Background: an optimization exercise with open tools, aiming at small area and a short achievable clock period. Do not read the settings as production practice. Function was not checked in any run shown here: the RTL went through the layout flow alone. Power figures rest on the tool's default switching activity, not on a simulated workload.

## flow/design.v

```verilog
module pwl(
  input signed [13:0] x,
  input signed [13:0] x0,
  input signed [13:0] x1,
  input signed [13:0] x2,
  input signed [13:0] x3,
  input signed [13:0] x4,
  input signed [13:0] x5,
  input signed [13:0] x6,
  input signed [13:0] x7,
  input signed [13:0] x8,
  input signed [13:0] k0,
  input signed [13:0] k1,
  input signed [13:0] k2,
  input signed [13:0] k3,
  input signed [13:0] k4,
  input signed [13:0] k5,
  input signed [13:0] k6,
  input signed [13:0] k7,
  input signed [13:0] k8,
  input signed [13:0] k9,
  input signed [13:0] b0,
  input signed [13:0] b1,
  input signed [13:0] b2,
  input signed [13:0] b3,
  input signed [13:0] b4,
  input signed [13:0] b5,
  input signed [13:0] b6,
  input signed [13:0] b7,
  input signed [13:0] b8,
  input signed [13:0] b9,
  input clk,
  output reg signed [27:0] out
);
wire [8:0] ge;
assign ge[0] = (x >= x0);
assign ge[1] = (x >= x1);
assign ge[2] = (x >= x2);
assign ge[3] = (x >= x3);
assign ge[4] = (x >= x4);
assign ge[5] = (x >= x5);
assign ge[6] = (x >= x6);
assign ge[7] = (x >= x7);
assign ge[8] = (x >= x8);
wire [9:0] sel;
assign sel[0] = ~ge[8];
assign sel[1] = ge[8] & ~ge[7];
assign sel[2] = ge[7] & ~ge[6];
assign sel[3] = ge[6] & ~ge[5];
assign sel[4] = ge[5] & ~ge[4];
assign sel[5] = ge[4] & ~ge[3];
assign sel[6] = ge[3] & ~ge[2];
assign sel[7] = ge[2] & ~ge[1];
assign sel[8] = ge[1] & ~ge[0];
assign sel[9] = ge[0];
wire [13:0] k_sel = ({14{sel[0]}} & k0) | ({14{sel[1]}} & k1) | ({14{sel[2]}} & k2) | ({14{sel[3]}} & k3) | ({14{sel[4]}} & k4) | ({14{sel[5]}} & k5) | ({14{sel[6]}} & k6) | ({14{sel[7]}} & k7) | ({14{sel[8]}} & k8) | ({14{sel[9]}} & k9);
wire [13:0] b_sel = ({14{sel[0]}} & b0) | ({14{sel[1]}} & b1) | ({14{sel[2]}} & b2) | ({14{sel[3]}} & b3) | ({14{sel[4]}} & b4) | ({14{sel[5]}} & b5) | ({14{sel[6]}} & b6) | ({14{sel[7]}} & b7) | ({14{sel[8]}} & b8) | ({14{sel[9]}} & b9);
reg [13:0] k_r, b_r;
reg [13:0] x_r;
always @(posedge clk) begin
  k_r <= k_sel; b_r <= b_sel; x_r <= x;
end
wire [14:0] xe = {x_r, 1'b0};
wire [6:0] one, two, neg;
genvar g;
generate for (g = 0; g < 7; g = g + 1) begin : enc
  assign one[g] = xe[2*g+1] ^ xe[2*g];
  assign two[g] = (xe[2*g+2] & ~xe[2*g+1] & ~xe[2*g]) | (~xe[2*g+2] & xe[2*g+1] & xe[2*g]);
  assign neg[g] = xe[2*g+2];
end endgenerate
wire [14:0] ks1 = {k_r[13], k_r};
wire [14:0] ks2 = {k_r, 1'b0};
wire [14:0] pp0 = (({15{one[0]}} & ks1) | ({15{two[0]}} & ks2)) ^ {15{neg[0]}};
wire [14:0] pp1 = (({15{one[1]}} & ks1) | ({15{two[1]}} & ks2)) ^ {15{neg[1]}};
wire [14:0] pp2 = (({15{one[2]}} & ks1) | ({15{two[2]}} & ks2)) ^ {15{neg[2]}};
wire [14:0] pp3 = (({15{one[3]}} & ks1) | ({15{two[3]}} & ks2)) ^ {15{neg[3]}};
wire [14:0] pp4 = (({15{one[4]}} & ks1) | ({15{two[4]}} & ks2)) ^ {15{neg[4]}};
wire [14:0] pp5 = (({15{one[5]}} & ks1) | ({15{two[5]}} & ks2)) ^ {15{neg[5]}};
wire [14:0] pp6 = (({15{one[6]}} & ks1) | ({15{two[6]}} & ks2)) ^ {15{neg[6]}};
wire s1;
wire c2;
wire s3;
wire c4;
wire s5;
wire c6;
wire s7;
wire c8;
wire s9;
wire c10;
wire s11;
wire c12;
wire s13;
wire c14;
wire s15;
wire c16;
wire s17;
wire c18;
wire s19;
wire c20;
wire s21;
wire c22;
wire s23;
wire c24;
wire s25;
wire c26;
wire s27;
wire c28;
wire s29;
wire c30;
wire s31;
wire c32;
wire s33;
wire c34;
wire s35;
wire c36;
wire s37;
wire c38;
wire s39;
wire c40;
wire s41;
wire c42;
wire s43;
wire c44;
wire s45;
wire c46;
wire s47;
wire c48;
wire s49;
wire c50;
wire s51;
wire c52;
wire s53;
wire c54;
wire s55;
wire c56;
wire s57;
wire c58;
wire s59;
wire c60;
wire s61;
wire c62;
wire s63;
wire c64;
wire s65;
wire c66;
wire s67;
wire c68;
wire s69;
wire c70;
wire s71;
wire c72;
wire s73;
wire c74;
wire s75;
wire c76;
wire s77;
wire c78;
wire s79;
wire c80;
wire s81;
wire c82;
wire s83;
wire c84;
wire s85;
wire c86;
wire s87;
wire c88;
wire s89;
wire c90;
wire s91;
wire c92;
wire s93;
wire c94;
wire s95;
wire c96;
wire s97;
wire c98;
wire s99;
wire c100;
wire s101;
wire c102;
wire s103;
wire c104;
wire s105;
wire c106;
wire s107;
wire c108;
wire s109;
wire c110;
wire s111;
wire c112;
wire s113;
wire c114;
wire s115;
wire c116;
wire s117;
wire c118;
wire s119;
wire c120;
wire s121;
wire c122;
wire s123;
wire c124;
wire s125;
wire c126;
wire s127;
wire c128;
wire s129;
wire c130;
wire s131;
wire c132;
wire s133;
wire c134;
wire s135;
wire c136;
wire s137;
wire c138;
wire s139;
wire c140;
wire s141;
wire c142;
wire s143;
wire c144;
wire s145;
wire c146;
wire s147;
wire c148;
wire s149;
wire c150;
wire s151;
wire c152;
wire s153;
wire c154;
wire s155;
wire c156;
wire s157;
wire c158;
wire s159;
wire c160;
wire s161;
wire c162;
wire s163;
wire c164;
wire s165;
wire c166;
wire s167;
wire c168;
wire s169;
wire c170;
wire s171;
wire c172;
wire s173;
wire c174;
wire s175;
wire c176;
wire s177;
wire c178;
wire s179;
wire c180;
wire s181;
wire c182;
wire s183;
wire c184;
wire s185;
wire c186;
wire s187;
wire c188;
wire s189;
wire c190;
wire s191;
wire c192;
wire s193;
wire c194;
wire s195;
wire c196;
assign s1 = pp0[8] ^ pp1[6];
assign c2 = pp0[8] & pp1[6];
assign s3 = pp0[9] ^ pp1[7];
assign c4 = pp0[9] & pp1[7];
assign s5 = pp0[10] ^ pp1[8] ^ pp2[6];
assign c6 = (pp0[10] & pp1[8]) | (pp0[10] & pp2[6]) | (pp1[8] & pp2[6]);
assign s7 = pp3[4] ^ pp4[2];
assign c8 = pp3[4] & pp4[2];
assign s9 = pp0[11] ^ pp1[9] ^ pp2[7];
assign c10 = (pp0[11] & pp1[9]) | (pp0[11] & pp2[7]) | (pp1[9] & pp2[7]);
assign s11 = pp3[5] ^ pp4[3];
assign c12 = pp3[5] & pp4[3];
assign s13 = pp0[12] ^ pp1[10] ^ pp2[8];
assign c14 = (pp0[12] & pp1[10]) | (pp0[12] & pp2[8]) | (pp1[10] & pp2[8]);
assign s15 = pp3[6] ^ pp4[4] ^ pp5[2];
assign c16 = (pp3[6] & pp4[4]) | (pp3[6] & pp5[2]) | (pp4[4] & pp5[2]);
assign s17 = pp6[0] ^ neg[6];
assign c18 = pp6[0] & neg[6];
assign s19 = pp0[13] ^ pp1[11] ^ pp2[9];
assign c20 = (pp0[13] & pp1[11]) | (pp0[13] & pp2[9]) | (pp1[11] & pp2[9]);
assign s21 = pp3[7] ^ pp4[5] ^ pp5[3];
assign c22 = (pp3[7] & pp4[5]) | (pp3[7] & pp5[3]) | (pp4[5] & pp5[3]);
assign s23 = pp6[1] ^ ~b_r[13] ^ 1'b1;
assign c24 = (pp6[1] & ~b_r[13]) | (pp6[1] & 1'b1) | (~b_r[13] & 1'b1);
assign s25 = ~pp0[14] ^ pp1[12] ^ pp2[10];
assign c26 = (~pp0[14] & pp1[12]) | (~pp0[14] & pp2[10]) | (pp1[12] & pp2[10]);
assign s27 = pp3[8] ^ pp4[6] ^ pp5[4];
assign c28 = (pp3[8] & pp4[6]) | (pp3[8] & pp5[4]) | (pp4[6] & pp5[4]);
assign s29 = pp1[13] ^ pp2[11] ^ pp3[9];
assign c30 = (pp1[13] & pp2[11]) | (pp1[13] & pp3[9]) | (pp2[11] & pp3[9]);
assign s31 = pp4[7] ^ pp5[5];
assign c32 = pp4[7] & pp5[5];
assign s33 = ~pp1[14] ^ pp2[12] ^ pp3[10];
assign c34 = (~pp1[14] & pp2[12]) | (~pp1[14] & pp3[10]) | (pp2[12] & pp3[10]);
assign s35 = pp2[13] ^ pp3[11];
assign c36 = pp2[13] & pp3[11];
assign s37 = pp0[4] ^ pp1[2];
assign c38 = pp0[4] & pp1[2];
assign s39 = pp0[5] ^ pp1[3];
assign c40 = pp0[5] & pp1[3];
assign s41 = pp0[6] ^ pp1[4] ^ pp2[2];
assign c42 = (pp0[6] & pp1[4]) | (pp0[6] & pp2[2]) | (pp1[4] & pp2[2]);
assign s43 = pp3[0] ^ neg[3];
assign c44 = pp3[0] & neg[3];
assign s45 = pp0[7] ^ pp1[5] ^ pp2[3];
assign c46 = (pp0[7] & pp1[5]) | (pp0[7] & pp2[3]) | (pp1[5] & pp2[3]);
assign s47 = pp3[1] ^ b_r[7];
assign c48 = pp3[1] & b_r[7];
assign s49 = s1 ^ pp2[4] ^ pp3[2];
assign c50 = (s1 & pp2[4]) | (s1 & pp3[2]) | (pp2[4] & pp3[2]);
assign s51 = pp4[0] ^ neg[4] ^ b_r[8];
assign c52 = (pp4[0] & neg[4]) | (pp4[0] & b_r[8]) | (neg[4] & b_r[8]);
assign s53 = c2 ^ s3 ^ pp2[5];
assign c54 = (c2 & s3) | (c2 & pp2[5]) | (s3 & pp2[5]);
assign s55 = pp3[3] ^ pp4[1] ^ b_r[9];
assign c56 = (pp3[3] & pp4[1]) | (pp3[3] & b_r[9]) | (pp4[1] & b_r[9]);
assign s57 = c4 ^ s5 ^ s7;
assign c58 = (c4 & s5) | (c4 & s7) | (s5 & s7);
assign s59 = pp5[0] ^ neg[5] ^ b_r[10];
assign c60 = (pp5[0] & neg[5]) | (pp5[0] & b_r[10]) | (neg[5] & b_r[10]);
assign s61 = c6 ^ c8 ^ s9;
assign c62 = (c6 & c8) | (c6 & s9) | (c8 & s9);
assign s63 = s11 ^ pp5[1] ^ b_r[11];
assign c64 = (s11 & pp5[1]) | (s11 & b_r[11]) | (pp5[1] & b_r[11]);
assign s65 = c10 ^ c12 ^ s13;
assign c66 = (c10 & c12) | (c10 & s13) | (c12 & s13);
assign s67 = s15 ^ s17 ^ b_r[12];
assign c68 = (s15 & s17) | (s15 & b_r[12]) | (s17 & b_r[12]);
assign s69 = c14 ^ c16 ^ c18;
assign c70 = (c14 & c16) | (c14 & c18) | (c16 & c18);
assign s71 = s19 ^ s21 ^ s23;
assign c72 = (s19 & s21) | (s19 & s23) | (s21 & s23);
assign s73 = c20 ^ c22 ^ c24;
assign c74 = (c20 & c22) | (c20 & c24) | (c22 & c24);
assign s75 = s25 ^ s27 ^ pp6[2];
assign c76 = (s25 & s27) | (s25 & pp6[2]) | (s27 & pp6[2]);
assign s77 = c26 ^ c28 ^ s29;
assign c78 = (c26 & c28) | (c26 & s29) | (c28 & s29);
assign s79 = s31 ^ pp6[3] ^ 1'b1;
assign c80 = (s31 & pp6[3]) | (s31 & 1'b1) | (pp6[3] & 1'b1);
assign s81 = c30 ^ c32 ^ s33;
assign c82 = (c30 & c32) | (c30 & s33) | (c32 & s33);
assign s83 = pp4[8] ^ pp5[6] ^ pp6[4];
assign c84 = (pp4[8] & pp5[6]) | (pp4[8] & pp6[4]) | (pp5[6] & pp6[4]);
assign s85 = c34 ^ s35 ^ pp4[9];
assign c86 = (c34 & s35) | (c34 & pp4[9]) | (s35 & pp4[9]);
assign s87 = pp5[7] ^ pp6[5] ^ 1'b1;
assign c88 = (pp5[7] & pp6[5]) | (pp5[7] & 1'b1) | (pp6[5] & 1'b1);
assign s89 = c36 ^ ~pp2[14] ^ pp3[12];
assign c90 = (c36 & ~pp2[14]) | (c36 & pp3[12]) | (~pp2[14] & pp3[12]);
assign s91 = pp4[10] ^ pp5[8] ^ pp6[6];
assign c92 = (pp4[10] & pp5[8]) | (pp4[10] & pp6[6]) | (pp5[8] & pp6[6]);
assign s93 = pp3[13] ^ pp4[11] ^ pp5[9];
assign c94 = (pp3[13] & pp4[11]) | (pp3[13] & pp5[9]) | (pp4[11] & pp5[9]);
assign s95 = pp6[7] ^ 1'b1;
assign c96 = pp6[7] & 1'b1;
assign s97 = ~pp3[14] ^ pp4[12] ^ pp5[10];
assign c98 = (~pp3[14] & pp4[12]) | (~pp3[14] & pp5[10]) | (pp4[12] & pp5[10]);
assign s99 = pp4[13] ^ pp5[11];
assign c100 = pp4[13] & pp5[11];
assign s101 = pp0[2] ^ pp1[0];
assign c102 = pp0[2] & pp1[0];
assign s103 = pp0[3] ^ pp1[1];
assign c104 = pp0[3] & pp1[1];
assign s105 = s37 ^ pp2[0] ^ neg[2];
assign c106 = (s37 & pp2[0]) | (s37 & neg[2]) | (pp2[0] & neg[2]);
assign s107 = c38 ^ s39 ^ pp2[1];
assign c108 = (c38 & s39) | (c38 & pp2[1]) | (s39 & pp2[1]);
assign s109 = c40 ^ s41 ^ s43;
assign c110 = (c40 & s41) | (c40 & s43) | (s41 & s43);
assign s111 = c42 ^ c44 ^ s45;
assign c112 = (c42 & c44) | (c42 & s45) | (c44 & s45);
assign s113 = c46 ^ c48 ^ s49;
assign c114 = (c46 & c48) | (c46 & s49) | (c48 & s49);
assign s115 = c50 ^ c52 ^ s53;
assign c116 = (c50 & c52) | (c50 & s53) | (c52 & s53);
assign s117 = c54 ^ c56 ^ s57;
assign c118 = (c54 & c56) | (c54 & s57) | (c56 & s57);
assign s119 = c58 ^ c60 ^ s61;
assign c120 = (c58 & c60) | (c58 & s61) | (c60 & s61);
assign s121 = c62 ^ c64 ^ s65;
assign c122 = (c62 & c64) | (c62 & s65) | (c64 & s65);
assign s123 = c66 ^ c68 ^ s69;
assign c124 = (c66 & c68) | (c66 & s69) | (c68 & s69);
assign s125 = c70 ^ c72 ^ s73;
assign c126 = (c70 & c72) | (c70 & s73) | (c72 & s73);
assign s127 = c74 ^ c76 ^ s77;
assign c128 = (c74 & c76) | (c74 & s77) | (c76 & s77);
assign s129 = c78 ^ c80 ^ s81;
assign c130 = (c78 & c80) | (c78 & s81) | (c80 & s81);
assign s131 = c82 ^ c84 ^ s85;
assign c132 = (c82 & c84) | (c82 & s85) | (c84 & s85);
assign s133 = c86 ^ c88 ^ s89;
assign c134 = (c86 & c88) | (c86 & s89) | (c88 & s89);
assign s135 = c90 ^ c92 ^ s93;
assign c136 = (c90 & c92) | (c90 & s93) | (c92 & s93);
assign s137 = c94 ^ c96 ^ s97;
assign c138 = (c94 & c96) | (c94 & s97) | (c96 & s97);
assign s139 = c98 ^ s99 ^ pp6[9];
assign c140 = (c98 & s99) | (c98 & pp6[9]) | (s99 & pp6[9]);
assign s141 = c100 ^ ~pp4[14] ^ pp5[12];
assign c142 = (c100 & ~pp4[14]) | (c100 & pp5[12]) | (~pp4[14] & pp5[12]);
assign s143 = pp5[13] ^ pp6[11];
assign c144 = pp5[13] & pp6[11];
assign s145 = pp0[0] ^ neg[0];
assign c146 = pp0[0] & neg[0];
assign s147 = pp0[1] ^ b_r[1];
assign c148 = pp0[1] & b_r[1];
assign s149 = s101 ^ neg[1] ^ b_r[2];
assign c150 = (s101 & neg[1]) | (s101 & b_r[2]) | (neg[1] & b_r[2]);
assign s151 = c102 ^ s103 ^ b_r[3];
assign c152 = (c102 & s103) | (c102 & b_r[3]) | (s103 & b_r[3]);
assign s153 = c104 ^ s105 ^ b_r[4];
assign c154 = (c104 & s105) | (c104 & b_r[4]) | (s105 & b_r[4]);
assign s155 = c106 ^ s107 ^ b_r[5];
assign c156 = (c106 & s107) | (c106 & b_r[5]) | (s107 & b_r[5]);
assign s157 = c108 ^ s109 ^ b_r[6];
assign c158 = (c108 & s109) | (c108 & b_r[6]) | (s109 & b_r[6]);
assign s159 = c110 ^ s111 ^ s47;
assign c160 = (c110 & s111) | (c110 & s47) | (s111 & s47);
assign s161 = c112 ^ s113 ^ s51;
assign c162 = (c112 & s113) | (c112 & s51) | (s113 & s51);
assign s163 = c114 ^ s115 ^ s55;
assign c164 = (c114 & s115) | (c114 & s55) | (s115 & s55);
assign s165 = c116 ^ s117 ^ s59;
assign c166 = (c116 & s117) | (c116 & s59) | (s117 & s59);
assign s167 = c118 ^ s119 ^ s63;
assign c168 = (c118 & s119) | (c118 & s63) | (s119 & s63);
assign s169 = c120 ^ s121 ^ s67;
assign c170 = (c120 & s121) | (c120 & s67) | (s121 & s67);
assign s171 = c122 ^ s123 ^ s71;
assign c172 = (c122 & s123) | (c122 & s71) | (s123 & s71);
assign s173 = c124 ^ s125 ^ s75;
assign c174 = (c124 & s125) | (c124 & s75) | (s125 & s75);
assign s175 = c126 ^ s127 ^ s79;
assign c176 = (c126 & s127) | (c126 & s79) | (s127 & s79);
assign s177 = c128 ^ s129 ^ s83;
assign c178 = (c128 & s129) | (c128 & s83) | (s129 & s83);
assign s179 = c130 ^ s131 ^ s87;
assign c180 = (c130 & s131) | (c130 & s87) | (s131 & s87);
assign s181 = c132 ^ s133 ^ s91;
assign c182 = (c132 & s133) | (c132 & s91) | (s133 & s91);
assign s183 = c134 ^ s135 ^ s95;
assign c184 = (c134 & s135) | (c134 & s95) | (s135 & s95);
assign s185 = c136 ^ s137 ^ pp6[8];
assign c186 = (c136 & s137) | (c136 & pp6[8]) | (s137 & pp6[8]);
assign s187 = c138 ^ s139 ^ 1'b1;
assign c188 = (c138 & s139) | (c138 & 1'b1) | (s139 & 1'b1);
assign s189 = c140 ^ s141 ^ pp6[10];
assign c190 = (c140 & s141) | (c140 & pp6[10]) | (s141 & pp6[10]);
assign s191 = c142 ^ s143 ^ 1'b1;
assign c192 = (c142 & s143) | (c142 & 1'b1) | (s143 & 1'b1);
assign s193 = c144 ^ ~pp5[14] ^ pp6[12];
assign c194 = (c144 & ~pp5[14]) | (c144 & pp6[12]) | (~pp5[14] & pp6[12]);
assign s195 = pp6[13] ^ 1'b1;
assign c196 = pp6[13] & 1'b1;
wire [27:0] ra = {1'b1, c196, c194, c192, c190, c188, c186, c184, c182, c180, c178, c176, c174, c172, c170, c168, c166, c164, c162, c160, c158, c156, c154, c152, c150, c148, c146, s145};
wire [27:0] rb = {1'b0, ~pp6[14], s195, s193, s191, s189, s187, s185, s183, s181, s179, s177, s175, s173, s171, s169, s167, s165, s163, s161, s159, s157, s155, s153, s151, s149, s147, b_r[0]};
reg [27:0] sa_r, sb_r;
always @(posedge clk) begin sa_r <= ra; sb_r <= rb; end
always @(posedge clk) out <= sa_r + sb_r;
endmodule
```

## flow/run.sh

```bash
#!/bin/bash
# synth_recipe.tcl (not shown) runs the flow's synth.tcl, then flattens the netlist and writes it again
# the make line also repeats each setting of config.mk as NAME=value (left out here)
make -C /OpenROAD-flow-scripts/flow DESIGN_CONFIG=/design/flow/config.mk WORK_HOME=/design/flow/orfs CLKGATE_MAP_FILE= SYNTH_SCRIPT=/design/flow/synth_recipe.tcl finish
```

## flow/config.mk

```make
export PLATFORM = sky130hd
export DESIGN_NAME = pwl
export DESIGN_NICKNAME = pwl
export VERILOG_FILES = /design/flow/design.v
export SDC_FILE = /design/flow/constraint.sdc
export NUM_CORES = 4
export LEC_CHECK = 0
export CAP_MARGIN = 20
export CORE_MARGIN = 2
export CORE_UTILIZATION = 40
export SLEW_MARGIN = 20
```

## flow/constraint.sdc

```tcl
create_clock -name core_clock -period 9.0 [get_ports {clk}]
set_input_delay 1.8000 -clock core_clock [delete_from_list [all_inputs] [get_ports {clk}]]
set_output_delay 1.8000 -clock core_clock [all_outputs]
set_load 0.01 [all_outputs]
```

==> flow_metrics.py, run 1 <==
metrics = {
    "routing": {
        "finalWirelength_microns": 70400,
        "detail_route.drc_violations": 0,
        "num_vias": 17100,
        "detail-route-antenna-nets": 0,
        "detail_route.iter0.violations": 1619,
        "avgRoutedWirePerCell_microns": 24.1,
        "dr.pass1.iters": 6,
        "routed_via_density": 5.85,
    },
    "global_route": {
        "grt_usage_pct": 35.1,
        "grt_util_met1_pct": 47.1,
        "antenna_found_initial": 5,
        "grt_pass1_wl_microns": 103000,
        "met3_usage_pct": 5.92,
        "overflow": 0,
        "first_global_vias": 16400,
        "busiest_layer": "met2",
        "grtUsageMet2_pct": 56.1,
        "grt_max_degree": 83,
    },
    "setup_path": {
        "crit_family": "simple AND/OR/NAND/NOR gates",
        "crit_top_cell": "buf_4",
        "critPathLaunchType": "input port",
        "crit_cells": 12,
        "crit_required_ns": 9.36,
        "regToRegSetupSlack_ns": 4.13,
        "ff2ff_path_depth": 9,
        "endpoint_kind": "flop",
        "critPathSlowestCell": "and4bb_2",
        "path_class": "in -> reg",
        "crit_chain": "clkdlybuf4s50_1, inv_1, buf_4, ha_1, nand2b_1, a2111oi_0, o21ai_1, a22o_1, buf_4, and4bb_2, a222oi_1, nand4_1",
        "arrival_ns": 5.40,
        "cp-startpoint": "x[0]",
        "worstPathMaxFanout": 29,
        "r2r-start": "x_r[4]",
        "critPathBufInv": 4,
        "r2r_end": "sb_r[16]",
        "crit_end": "b_r[9]",
        "cp_slowest_stage_delay_ns": 0.88,
    },
    "run": {
        "drv_cap": 0,
    },
    "power_and_ir_drop": {
        "intPower_uw": 2650,
        "netSwitchingFraction_pct": 45.6,
        "combPwrFrac_pct": 66.8,
        "total_power_uw": 4870,
        "ir_drop_mv": 0.139,
        "powerDensity_nw_per_um2": 235,
        "power_frac_seq_pct": 18.6,
        "clockPowerShare_pct": 14.6,
        "p_switching_uw": 2220,
        "p_leak_uw": 0.00894,
    },
    "finish": {
        "final_cell_mix": "448 x clkdlybuf4s50_1, 269 x inv_1, 186 x nand2_1, 175 x ha_1, 171 x a21oi_1",
        "area.growth.synth_to_final_pct": 35.5,
        "drive_gt1_share_pct": 5.65,
        "nFillCells": 3604,
        "layout.nets": 3062,
        "mostFrequentLayoutCell": "clkdlybuf4s50_1",
        "seq_area_sq_um": 2480,
        "multiInputGateArea_sq_um": 11200,
    },
    "cts": {
        "cts_htree_levels": 4,
        "cts_root_buffer": "clkbuf_16",
        "clockBufferDepth": 2,
        "cts_resized": 0,
        "cts_tree": "built",
        "cts_buffers": 17,
        "hold_buffers": 0,
        "insertion_delay_ns": 0.44,
        "post_cts_buffers": 0,
        "clk_pin_slew_ns": 0.07,
        "cts.sinks": 124,
    },
    "logic_synthesis": {
        "async_reset_ff_share_pct": 0,
        "synth.avg_cell_area_sq_um": 7.49,
        "synth_nets": 2710,
        "ys_seq_area_share_pct": 16.2,
        "synth_edf_count": 0,
        "syn-cell-area_sq_um": 15300,
        "ys_types": 81,
        "yosysWarnings": 1,
        "ys_ff_latch": 124,
        "synth_flop_cell": "dfxtp_1",
        "synthCells": 2042,
    },
    "die": {
        "io_pins": 449,
        "die_y_microns": 200,
        "die-area_sq_um": 39800,
        "core-area_sq_um": 37700,
        "initial_utilization_pct": 40.6,
        "num_rows": 71,
        "die_x_microns": 200,
    },
    "outcome": {
        "outcome": "no timing/DRC/antenna violations",
    },
    "place": {
        "dp_hpwl_microns": 56200,
        "gp_congestion": 1.03,
        "portBuffers": 448,
    },
    "sta": {
        "clock.fmax_mhz": 199,
        "hold_ws_ns": 0.445,
        "hold_viol": 0,
        "finalSetupTns_ns": 0,
        "setup-violations-final": 0,
        "maxSlewHeadroom_pct": 27.2,
        "worst_slew_pin_slew_ns": 1.09,
        "layout_min_cycle_time_ns": 5.03,
        "skew_ns": 0.0171,
        "period_share_pct": 55.9,
        "rsz0062_at_grt": "no",
        "slew_viol_final": 0,
    },
    "min_path": {
        "hold_path.class": "reg -> reg",
    },
}
[worst reg2reg max path, stage by stage, from the launching register on]
cell      delay [ns]
dfxtp_1         0.99
inv_2           0.45
nor2_1          0.76
a21oi_1         0.16
o221ai_1        0.38
fa_1            0.50
fa_1            0.43
fa_1            0.58
inv_1           0.06
fa_1            0.44
[worst min path at each step]
stage	end	from	cells past startpoint
after detailed placement	sb_r[0]	b_r[0]	0
after CTS	sb_r[0]	b_r[0]	0
after floorplan	sb_r[0]	b_r[0]	0
after global routing	sb_r[0]	b_r[0]	0
after global placement	sb_r[0]	b_r[0]	0
final	sb_r[0]	b_r[0]	0
[power by group through the flow]
stage               clock network [uW]  logic [uW]  registers (uW)
floorplan                            0        2100             917
global placement                     0        3140             917
detailed placement                   0        3200             917
CTS                                717        3220             907
global route                       740        3630             923
finish                             710        3250             904
[final cells by class]
type                            count  area share [%]
Tap cell                          511            3.08
Inverter                          270            4.89
Sequential cell                   124            12.0
Clock buffer                       18            2.12
Timing Repair Buffer              494            23.3
Multi-Input combinational cell   1487            53.9
Antenna cell                        3          0.0362
Clock inverter                     14           0.760
[through the flow]
step	instances	util (%)	area, sq um	setup slack (ns)
after floorplan	2042	-	15300	5.12
after global placement	2886	53.5	20100	3.62
after detailed placement	2886	53.5	20100	3.64
after CTS	2918	55.0	20700	4.08
after global routing	2921	55.1	20700	3.83
final	2921	55.1	20700	3.97
[logic make-up (layout without fill, tap and decap cells)]
family | after synthesis | count (layout) | share of synthesized area (%)
xor+xnor | 45 | 45 | 2.58
mux | 38 | 38 | 2.83
other cells | 0 | 3 | 0
flops | 124 | 124 | 16.2
compound gates | 613 | 613 | 27.2
fa+ha+maj | 260 | 260 | 24.6
buf+inv | 431 | 796 | 11.1
simple gates | 531 | 531 | 15.5
[cells in the mapped netlist, types with 16 or more instances]
library cell | number | share of area [%]
inv_1 | 269 | 6.6
nand2_1 | 186 | 4.6
ha_1 | 175 | 14
a21oi_1 | 172 | 5.6
nor2_1 | 166 | 4.1
dfxtp_1 | 124 | 16
o21ai_0 | 115 | 3.8
clkbuf_1 | 111 | 2.7
fa_1 | 72 | 9.4
nand3_1 | 69 | 2.3
o22ai_1 | 50 | 2.0
nand4_1 | 47 | 1.9
o211ai_1 | 46 | 2.3
a211oi_1 | 32 | 1.6
mux2_2 | 32 | 2.4
a221oi_1 | 30 | 1.7
xnor2_1 | 30 | 1.7
a222oi_1 | 28 | 1.8
o2111a_1 | 28 | 2.1
buf_1 | 26 | 0.64
a22oi_1 | 16 | 0.78
nor3_1 | 16 | 0.52
[registers in the layout, indices dropped and copies added, names as in the netlist]
signal	count
b_r	14
sb_r	27
out	28
x_r	14
k_r	14
sa_r	27
[metal layers]
| layer | share of wire, % | vias to the layer above |
|---|---|---|
| met2 | 45 | 980 |
| met4 | 4.0 | 2 |
| met5 | 0.018 | - |
| met1 | 42 | 8027 |
| met3 | 9.2 | 121 |
| li1 | - | 7958 |
==> inputs of run 2 (changes only) <==
--- a/flow/design.v
+++ b/flow/design.v
@@ -35,11 +35,11 @@
 wire [8:0] ge;
-assign ge[0] = (x >= x0);
-assign ge[1] = (x >= x1);
-assign ge[2] = (x >= x2);
-assign ge[3] = (x >= x3);
-assign ge[4] = (x >= x4);
-assign ge[5] = (x >= x5);
-assign ge[6] = (x >= x6);
-assign ge[7] = (x >= x7);
-assign ge[8] = (x >= x8);
+ge14 u_ge0(.a(x), .b(x0), .y(ge[0]));
+ge14 u_ge1(.a(x), .b(x1), .y(ge[1]));
+ge14 u_ge2(.a(x), .b(x2), .y(ge[2]));
+ge14 u_ge3(.a(x), .b(x3), .y(ge[3]));
+ge14 u_ge4(.a(x), .b(x4), .y(ge[4]));
+ge14 u_ge5(.a(x), .b(x5), .y(ge[5]));
+ge14 u_ge6(.a(x), .b(x6), .y(ge[6]));
+ge14 u_ge7(.a(x), .b(x7), .y(ge[7]));
+ge14 u_ge8(.a(x), .b(x8), .y(ge[8]));
 wire [9:0] sel;
@@ -475,3 +475,123 @@
 always @(posedge clk) begin sa_r <= ra; sb_r <= rb; end
-always @(posedge clk) out <= sa_r + sb_r;
+wire [27:0] bsum;
+wire [3:0] bco;
+wire [7:0] rc0;
+assign rc0[0] = 1'b0;
+assign bsum[0] = sa_r[0] ^ sb_r[0] ^ rc0[0];
+assign rc0[1] = (sa_r[0] & sb_r[0]) | (sa_r[0] & rc0[0]) | (sb_r[0] & rc0[0]);
+assign bsum[1] = sa_r[1] ^ sb_r[1] ^ rc0[1];
+assign rc0[2] = (sa_r[1] & sb_r[1]) | (sa_r[1] & rc0[1]) | (sb_r[1] & rc0[1]);
+assign bsum[2] = sa_r[2] ^ sb_r[2] ^ rc0[2];
+assign rc0[3] = (sa_r[2] & sb_r[2]) | (sa_r[2] & rc0[2]) | (sb_r[2] & rc0[2]);
+assign bsum[3] = sa_r[3] ^ sb_r[3] ^ rc0[3];
+assign rc0[4] = (sa_r[3] & sb_r[3]) | (sa_r[3] & rc0[3]) | (sb_r[3] & rc0[3]);
+assign bsum[4] = sa_r[4] ^ sb_r[4] ^ rc0[4];
+assign rc0[5] = (sa_r[4] & sb_r[4]) | (sa_r[4] & rc0[4]) | (sb_r[4] & rc0[4]);
+assign bsum[5] = sa_r[5] ^ sb_r[5] ^ rc0[5];
+assign rc0[6] = (sa_r[5] & sb_r[5]) | (sa_r[5] & rc0[5]) | (sb_r[5] & rc0[5]);
+assign bsum[6] = sa_r[6] ^ sb_r[6] ^ rc0[6];
+assign rc0[7] = (sa_r[6] & sb_r[6]) | (sa_r[6] & rc0[6]) | (sb_r[6] & rc0[6]);
+assign bco[0] = rc0[7];
+wire [7:0] rc1;
+assign rc1[0] = 1'b0;
+assign bsum[7] = sa_r[7] ^ sb_r[7] ^ rc1[0];
+assign rc1[1] = (sa_r[7] & sb_r[7]) | (sa_r[7] & rc1[0]) | (sb_r[7] & rc1[0]);
+assign bsum[8] = sa_r[8] ^ sb_r[8] ^ rc1[1];
+assign rc1[2] = (sa_r[8] & sb_r[8]) | (sa_r[8] & rc1[1]) | (sb_r[8] & rc1[1]);
+assign bsum[9] = sa_r[9] ^ sb_r[9] ^ rc1[2];
+assign rc1[3] = (sa_r[9] & sb_r[9]) | (sa_r[9] & rc1[2]) | (sb_r[9] & rc1[2]);
+assign bsum[10] = sa_r[10] ^ sb_r[10] ^ rc1[3];
+assign rc1[4] = (sa_r[10] & sb_r[10]) | (sa_r[10] & rc1[3]) | (sb_r[10] & rc1[3]);
+assign bsum[11] = sa_r[11] ^ sb_r[11] ^ rc1[4];
+assign rc1[5] = (sa_r[11] & sb_r[11]) | (sa_r[11] & rc1[4]) | (sb_r[11] & rc1[4]);
+assign bsum[12] = sa_r[12] ^ sb_r[12] ^ rc1[5];
+assign rc1[6] = (sa_r[12] & sb_r[12]) | (sa_r[12] & rc1[5]) | (sb_r[12] & rc1[5]);
+assign bsum[13] = sa_r[13] ^ sb_r[13] ^ rc1[6];
+assign rc1[7] = (sa_r[13] & sb_r[13]) | (sa_r[13] & rc1[6]) | (sb_r[13] & rc1[6]);
+assign bco[1] = rc1[7];
+wire [7:0] rc2;
+assign rc2[0] = 1'b0;
+assign bsum[14] = sa_r[14] ^ sb_r[14] ^ rc2[0];
+assign rc2[1] = (sa_r[14] & sb_r[14]) | (sa_r[14] & rc2[0]) | (sb_r[14] & rc2[0]);
+assign bsum[15] = sa_r[15] ^ sb_r[15] ^ rc2[1];
+assign rc2[2] = (sa_r[15] & sb_r[15]) | (sa_r[15] & rc2[1]) | (sb_r[15] & rc2[1]);
+assign bsum[16] = sa_r[16] ^ sb_r[16] ^ rc2[2];
+assign rc2[3] = (sa_r[16] & sb_r[16]) | (sa_r[16] & rc2[2]) | (sb_r[16] & rc2[2]);
+assign bsum[17] = sa_r[17] ^ sb_r[17] ^ rc2[3];
+assign rc2[4] = (sa_r[17] & sb_r[17]) | (sa_r[17] & rc2[3]) | (sb_r[17] & rc2[3]);
+assign bsum[18] = sa_r[18] ^ sb_r[18] ^ rc2[4];
+assign rc2[5] = (sa_r[18] & sb_r[18]) | (sa_r[18] & rc2[4]) | (sb_r[18] & rc2[4]);
+assign bsum[19] = sa_r[19] ^ sb_r[19] ^ rc2[5];
+assign rc2[6] = (sa_r[19] & sb_r[19]) | (sa_r[19] & rc2[5]) | (sb_r[19] & rc2[5]);
+assign bsum[20] = sa_r[20] ^ sb_r[20] ^ rc2[6];
+assign rc2[7] = (sa_r[20] & sb_r[20]) | (sa_r[20] & rc2[6]) | (sb_r[20] & rc2[6]);
+assign bco[2] = rc2[7];
+wire [7:0] rc3;
+assign rc3[0] = 1'b0;
+assign bsum[21] = sa_r[21] ^ sb_r[21] ^ rc3[0];
+assign rc3[1] = (sa_r[21] & sb_r[21]) | (sa_r[21] & rc3[0]) | (sb_r[21] & rc3[0]);
+assign bsum[22] = sa_r[22] ^ sb_r[22] ^ rc3[1];
+assign rc3[2] = (sa_r[22] & sb_r[22]) | (sa_r[22] & rc3[1]) | (sb_r[22] & rc3[1]);
+assign bsum[23] = sa_r[23] ^ sb_r[23] ^ rc3[2];
+assign rc3[3] = (sa_r[23] & sb_r[23]) | (sa_r[23] & rc3[2]) | (sb_r[23] & rc3[2]);
+assign bsum[24] = sa_r[24] ^ sb_r[24] ^ rc3[3];
+assign rc3[4] = (sa_r[24] & sb_r[24]) | (sa_r[24] & rc3[3]) | (sb_r[24] & rc3[3]);
+assign bsum[25] = sa_r[25] ^ sb_r[25] ^ rc3[4];
+assign rc3[5] = (sa_r[25] & sb_r[25]) | (sa_r[25] & rc3[4]) | (sb_r[25] & rc3[4]);
+assign bsum[26] = sa_r[26] ^ sb_r[26] ^ rc3[5];
+assign rc3[6] = (sa_r[26] & sb_r[26]) | (sa_r[26] & rc3[5]) | (sb_r[26] & rc3[5]);
+assign bsum[27] = sa_r[27] ^ sb_r[27] ^ rc3[6];
+assign rc3[7] = (sa_r[27] & sb_r[27]) | (sa_r[27] & rc3[6]) | (sb_r[27] & rc3[6]);
+assign bco[3] = rc3[7];
+reg [27:0] s_r;
+reg [2:0] co_r;
+always @(posedge clk) begin s_r <= bsum; co_r <= bco[2:0]; end
+wire [3:0] cin;
+assign cin[0] = 1'b0;
+assign cin[1] = co_r[0];
+assign cin[2] = co_r[1] | ((&s_r[13:7]) & cin[1]);
+assign cin[3] = co_r[2] | ((&s_r[20:14]) & cin[2]);
+wire [27:0] res;
+assign res[6:0] = s_r[6:0];
+assign res[7] = s_r[7] ^ cin[1];
+assign res[8] = s_r[8] ^ (cin[1] & (&s_r[7:7]));
+assign res[9] = s_r[9] ^ (cin[1] & (&s_r[8:7]));
+assign res[10] = s_r[10] ^ (cin[1] & (&s_r[9:7]));
+assign res[11] = s_r[11] ^ (cin[1] & (&s_r[10:7]));
+assign res[12] = s_r[12] ^ (cin[1] & (&s_r[11:7]));
+assign res[13] = s_r[13] ^ (cin[1] & (&s_r[12:7]));
+assign res[14] = s_r[14] ^ cin[2];
+assign res[15] = s_r[15] ^ (cin[2] & (&s_r[14:14]));
+assign res[16] = s_r[16] ^ (cin[2] & (&s_r[15:14]));
+assign res[17] = s_r[17] ^ (cin[2] & (&s_r[16:14]));
+assign res[18] = s_r[18] ^ (cin[2] & (&s_r[17:14]));
+assign res[19] = s_r[19] ^ (cin[2] & (&s_r[18:14]));
+assign res[20] = s_r[20] ^ (cin[2] & (&s_r[19:14]));
+assign res[21] = s_r[21] ^ cin[3];
+assign res[22] = s_r[22] ^ (cin[3] & (&s_r[21:21]));
+assign res[23] = s_r[23] ^ (cin[3] & (&s_r[22:21]));
+assign res[24] = s_r[24] ^ (cin[3] & (&s_r[23:21]));
+assign res[25] = s_r[25] ^ (cin[3] & (&s_r[24:21]));
+assign res[26] = s_r[26] ^ (cin[3] & (&s_r[25:21]));
+assign res[27] = s_r[27] ^ (cin[3] & (&s_r[26:21]));
+always @(*) out = res;
+endmodule
+module ge14(input [13:0] a, input [13:0] b, output y);
+  wire [13:0] ua = {~a[13], a[12:0]};
+  wire [13:0] ub = {~b[13], b[12:0]};
+  wire [13:0] g = ua & ~ub;
+  wire [13:0] p = ua | ~ub;
+  wire g10 = g[1] | (p[1] & p[0]);
+  wire g32 = g[3] | (p[3] & g[2]);  wire p32 = p[3] & p[2];
+  wire g54 = g[5] | (p[5] & g[4]);  wire p54 = p[5] & p[4];
+  wire g76 = g[7] | (p[7] & g[6]);  wire p76 = p[7] & p[6];
+  wire g98 = g[9] | (p[9] & g[8]);  wire p98 = p[9] & p[8];
+  wire gba = g[11] | (p[11] & g[10]); wire pba = p[11] & p[10];
+  wire gdc = g[13] | (p[13] & g[12]); wire pdc = p[13] & p[12];
+  wire g3_0 = g32 | (p32 & g10);
+  wire g7_4 = g76 | (p76 & g54); wire p7_4 = p76 & p54;
+  wire gb_8 = gba | (pba & g98); wire pb_8 = pba & p98;
+  wire g7_0 = g7_4 | (p7_4 & g3_0);
+  wire gd_8 = gdc | (pdc & gb_8); wire pd_8 = pdc & pb_8;
+  assign y = gd_8 | (pd_8 & g7_0);
 endmodule
==> flow/flow/run.sh (new file) <==
#!/bin/bash
# Standard ORFS layout, but the port buffers use the smallest buffer cell
# (sky130_fd_sc_hd__buf_1) instead of the resizer's default choice.
set -euo pipefail
echo 'export BUFFER_PORTS_ARGS = -buffer_cell sky130_fd_sc_hd__buf_1' >> config.mk
bash standard.sh > standard_flow.log 2>&1
==> flow/standard.sh (new file) <==
#!/bin/bash
# synth_recipe.tcl (not shown) runs the flow's synth.tcl, then flattens the netlist and writes it again
# the make line also repeats each setting of config.mk as NAME=value (left out here)
make -C /OpenROAD-flow-scripts/flow DESIGN_CONFIG=/design/flow/config.mk WORK_HOME=/design/flow/orfs CLKGATE_MAP_FILE= SYNTH_SCRIPT=/design/flow/synth_recipe.tcl "${@:-finish}"
--- a/flow/config.mk
+++ b/flow/config.mk
@@ -9,3 +9,6 @@
 export CORE_MARGIN = 2
-export CORE_UTILIZATION = 40
+export CORE_UTILIZATION = 50
+export PLACE_DENSITY = 0.65
+export SETUP_SLACK_MARGIN = 5
 export SLEW_MARGIN = 20
+export BUFFER_PORTS_ARGS = -buffer_cell sky130_fd_sc_hd__buf_1
removed: flow/run.sh
==> run 2 against run 1 <==
  * Cell count is 15% lower
  * Setup slack better by 0.52 ns
  * Design area is 14% lower
  * Clock skew is 0.0038 ns lower
  * Via count is 2.5% lower
  * Die area is 30% lower
  * Critical endpoint is now out[10]
  * Core utilization is 13 points higher
  * Clock-buffer cell count is 1 lower
  * Largest power group unchanged
==> flow_metrics.py, run 2 <==
metrics = {
    "sta": {
        "setup-violations-final": 0,
        "slew_viol_final": 0,
        "hold_viol": 0,
        "period_share_pct": 50.1,
        "rsz0062_at_grt": "yes",
        "skew_ns": 0.0133,
        "maxSlewHeadroom_pct": 21.8,
        "worst_slew_pin_slew_ns": 1.17,
        "finalSetupTns_ns": 0,
        "clock.fmax_mhz": 222,
        "layout_min_cycle_time_ns": 4.51,
    },
    "power_and_ir_drop": {
        "p_leak_uw": 0.00707,
        "powerDensity_nw_per_um2": 237,
        "ir_drop_mv": 0.274,
    },
    "global_route": {
        "grt_pass1_wl_microns": 97600,
        "first_global_vias": 15300,
        "grt_max_degree": 76,
        "antenna_found_initial": 22,
        "grt_usage_pct": 46.9,
        "overflow": 0,
    },
    "logic_synthesis": {
        "async_reset_ff_share_pct": 0,
        "synth_top_area_share_pct": 19.2,
        "syn-cell-area_sq_um": 13300,
        "synth.avg_cell_area_sq_um": 7.97,
        "synth_area_leaders": "dfxtp_1 19%, fa_1 14%, inv_1 4.4%, a21oi_1 4.2%, maj3_1 4.2%",
        "synth_commonest_cells": "157 x inv_1, 127 x dfxtp_1, 121 x nor2_1",
        "yosysWarnings": 1,
        "ys_ff_latch": 127,
        "synthCells": 1665,
        "ys_types": 79,
        "synth_edf_count": 0,
        "yosys.cell_count.top_type": "inv_1",
        "yosysTopAreaCell": "dfxtp_1",
        "synth_flop_cell": "dfxtp_1",
        "ys_seq_area_share_pct": 19.2,
        "synth_nets": 2209,
    },
    "routing": {
        "detail-route-antenna-nets": 0,
        "num_vias": 16700,
        "routed_via_density": 6.68,
        "dr.pass1.iters": 6,
        "avgRoutedWirePerCell_microns": 28.6,
        "detail_route.iter0.violations": 2541,
        "finalWirelength_microns": 71300,
        "detail_route.drc_violations": 0,
    },
    "cts": {
        "cts_tree": "built",
        "insertion_delay_ns": 0.44,
        "cts_buffers": 17,
        "cts_htree_levels": 4,
        "clockBufferDepth": 2,
        "cts_root_buffer": "clkbuf_16",
        "clk_pin_slew_ns": 0.08,
        "hold_buffers": 0,
        "cts.sinks": 127,
    },
    "setup_path": {
        "crit_family": "buffers and inverters",
        "critPathLaunchType": "flop",
        "crit_chain": "nand4_1, buf_4, buf_4, buf_4, buf_4, buf_4, buf_4, buf_4, buf_4, buf_6, buf_6, buf_6, buf_6, xnor2_2, buf_2",
        "critPathSlowestCell": "dfxtp_2",
        "endpoint_kind": "primary output",
        "critPathBufInv": 13,
        "crit_required_ns": 7.20,
        "arrival_ns": 2.71,
        "cp_slowest_stage_delay_ns": 0.34,
        "worstPathMaxFanout": 2,
        "path_class": "reg -> out",
        "crit_top_cell": "buf_4",
    },
    "finish": {
        "largest_registers": "s_r (28), sa_r (27), sb_r (27)",
        "top_register": "s_r",
        "layout.nets": 2670,
        "drive_gt1_share_pct": 16.8,
        "area.growth.synth_to_final_pct": 34.1,
        "stdcell_count": 2496,
        "mostFrequentLayoutCell": "buf_1",
        "final_cell_mix": "420 x buf_1, 151 x inv_1, 117 x dfxtp_1, 114 x nand2_1, 112 x nor2_1",
        "largest_register_ffs": 28,
    },
    "die": {
        "core-area_sq_um": 26100,
        "die_x_microns": 167,
        "num_rows": 59,
        "initial_utilization_pct": 50.9,
        "die-area_sq_um": 27800,
        "die_y_microns": 167,
        "io_pins": 449,
    },
    "min_path": {
        "hold_path.class": "reg -> reg",
    },
    "outcome": {
        "outcome": "no timing/DRC/antenna violations",
    },
    "place": {
        "portBuffers": 448,
        "dp_hpwl_microns": 49700,
        "dp_cells": 2321,
        "gp_congestion": 1.18,
    },
    "run": {
        "drv_cap": 0,
    },
}
==> run 2: changes by cell type in the layout (fill, tap and decap cells not counted), moves of 29 or more <==
cell	delta
a21oi_1	-60
a22o_1	+30
buf_1	+420
buf_4	+42
buf_6	+36
clkdlybuf4s50_1	-448
ha_1	-147
inv_1	-118
maj3_1	+40
nand2_1	-72
nand3_1	-48
nor2_1	-53
nor2b_1	+29
==> run 2: kinds of logic (layout without fill, tap and decap cells) <==
logic type	count (synthesis)	count (layout)	synth area share, %
AND/OR/NAND/NOR	411	414	15.1
buffers and inverters	324	791	9.93
flip-flops	127	127	19.2
adder cells (fa/ha/maj)	191	191	22.2
XOR/XNOR	44	44	2.91
multiplexers	11	11	0.868
other	0	22	0
AO/OA/AOI/OAI	557	561	29.8
==> run 2: worst paths after layout <==
path | startpoint | end | slack, ns | cells past startpoint
min | b_r[0] | sb_r[0] | 0.36 | 0
max reg2reg | x_r[3] | sb_r[16] | 5.04 | 12
min reg2reg | b_r[0] | sb_r[0] | 0.36 | 0
max | s_r[7] | out[10] | 4.49 | 15
==> run 2: metal layers <==
layer  track usage [%]  part of all wire [%]
met3              12.5                    13
met4              26.8                   8.1
met1              57.4                    35
met5             0.522                 0.091
met2              74.8                    45
==> run 2: what timing repair did <==
action	in CTS	in global routing
gates cloned	8	10
setup endpoints to repair	41	53
gates resized for setup	124	129
buffers inserted	73	30
pin swaps	40	75
==> run 2: where the power goes <==
group	total (uW)	switching [uW]	internal, uW	leakage, uW
Combinational	2500	1420	1080	0.00572
Clock	721	349	372	0.000280
Sequential	1000	175	827	0.00107
Total	4220	1940	2280	0.00707
==> run 2: layout make-up <==
type,instances,area [sq um]
Multi-Input combinational cell,1221,10100
Fill cell,2048,8270
Timing Repair Buffer,593,3410
Sequential cell,127,2550
Inverter,166,676
Clock buffer,17,425
Tap cell,335,419
Clock inverter,15,173
Antenna cell,22,55.1
==> run 2: per-stage QoR <==
stage	hold slack [ns]	utilization [%]	cell area, sq um	power [uW]	worst slack (ns)
2_1_floorplan	0.310	-	13300	2330	4.97
3_3_place_gp	0.355	57.5	15000	2880	3.63
3_5_place_dp	0.350	57.5	15000	2980	3.56
4_1_cts	0.357	64.2	16700	3870	4.63
5_1_grt	0.365	68.2	17800	4460	4.41
6_report	0.364	68.3	17800	4220	4.49
==> run 2: worst reg2reg max path: stages (launching register included) <==
cell and delay (ns):
dfxtp_1 0.31, buf_4 0.32, xor2_1 0.15, and2_1 0.37, a22oi_1 0.22, o21ai_0 0.14
fa_1 0.55, inv_1 0.07, fa_1 0.58, inv_1 0.08, fa_1 0.54, inv_1 0.06
fa_1 0.44

-- separate check: timing with driven ports --
The results above use ideal ports. As a check the final layouts listed here were re-extracted and re-timed, cells and wires unchanged. Step 1 (the two cells are an assumption about what drives the block):
set clk [get_ports {clk}]
set_driving_cell -lib_cell sky130_fd_sc_hd__clkbuf_16 $clk
set_driving_cell -lib_cell sky130_fd_sc_hd__buf_2 [delete_from_list [all_inputs] $clk]
Step 2 times the ports against the registers' clock, not the clock port: input delays grow and output delays shrink by t, the midpoint of the rising clock arrivals with the driver on. Slacks: ideal / step 1 / step 2; pairs: ideal / step 1.
run	t, ns	slack for setup (ns)	worst hold slack (ns)	worst data-port slew with drivers (ns)
run 1	0.482	3.965 / 3.986 / 3.504	0.445 / 0.445 / 0.445	0.11
run 2	0.489	4.487 / 4.434 / 4.303	0.364 / 0.364 / 0.364	0.17
After both steps setup and hold are still met in every run listed. For run 1, which loses most, drivers alone change the setup slack by +0.021 ns; drivers and shift together by -0.461 ns.
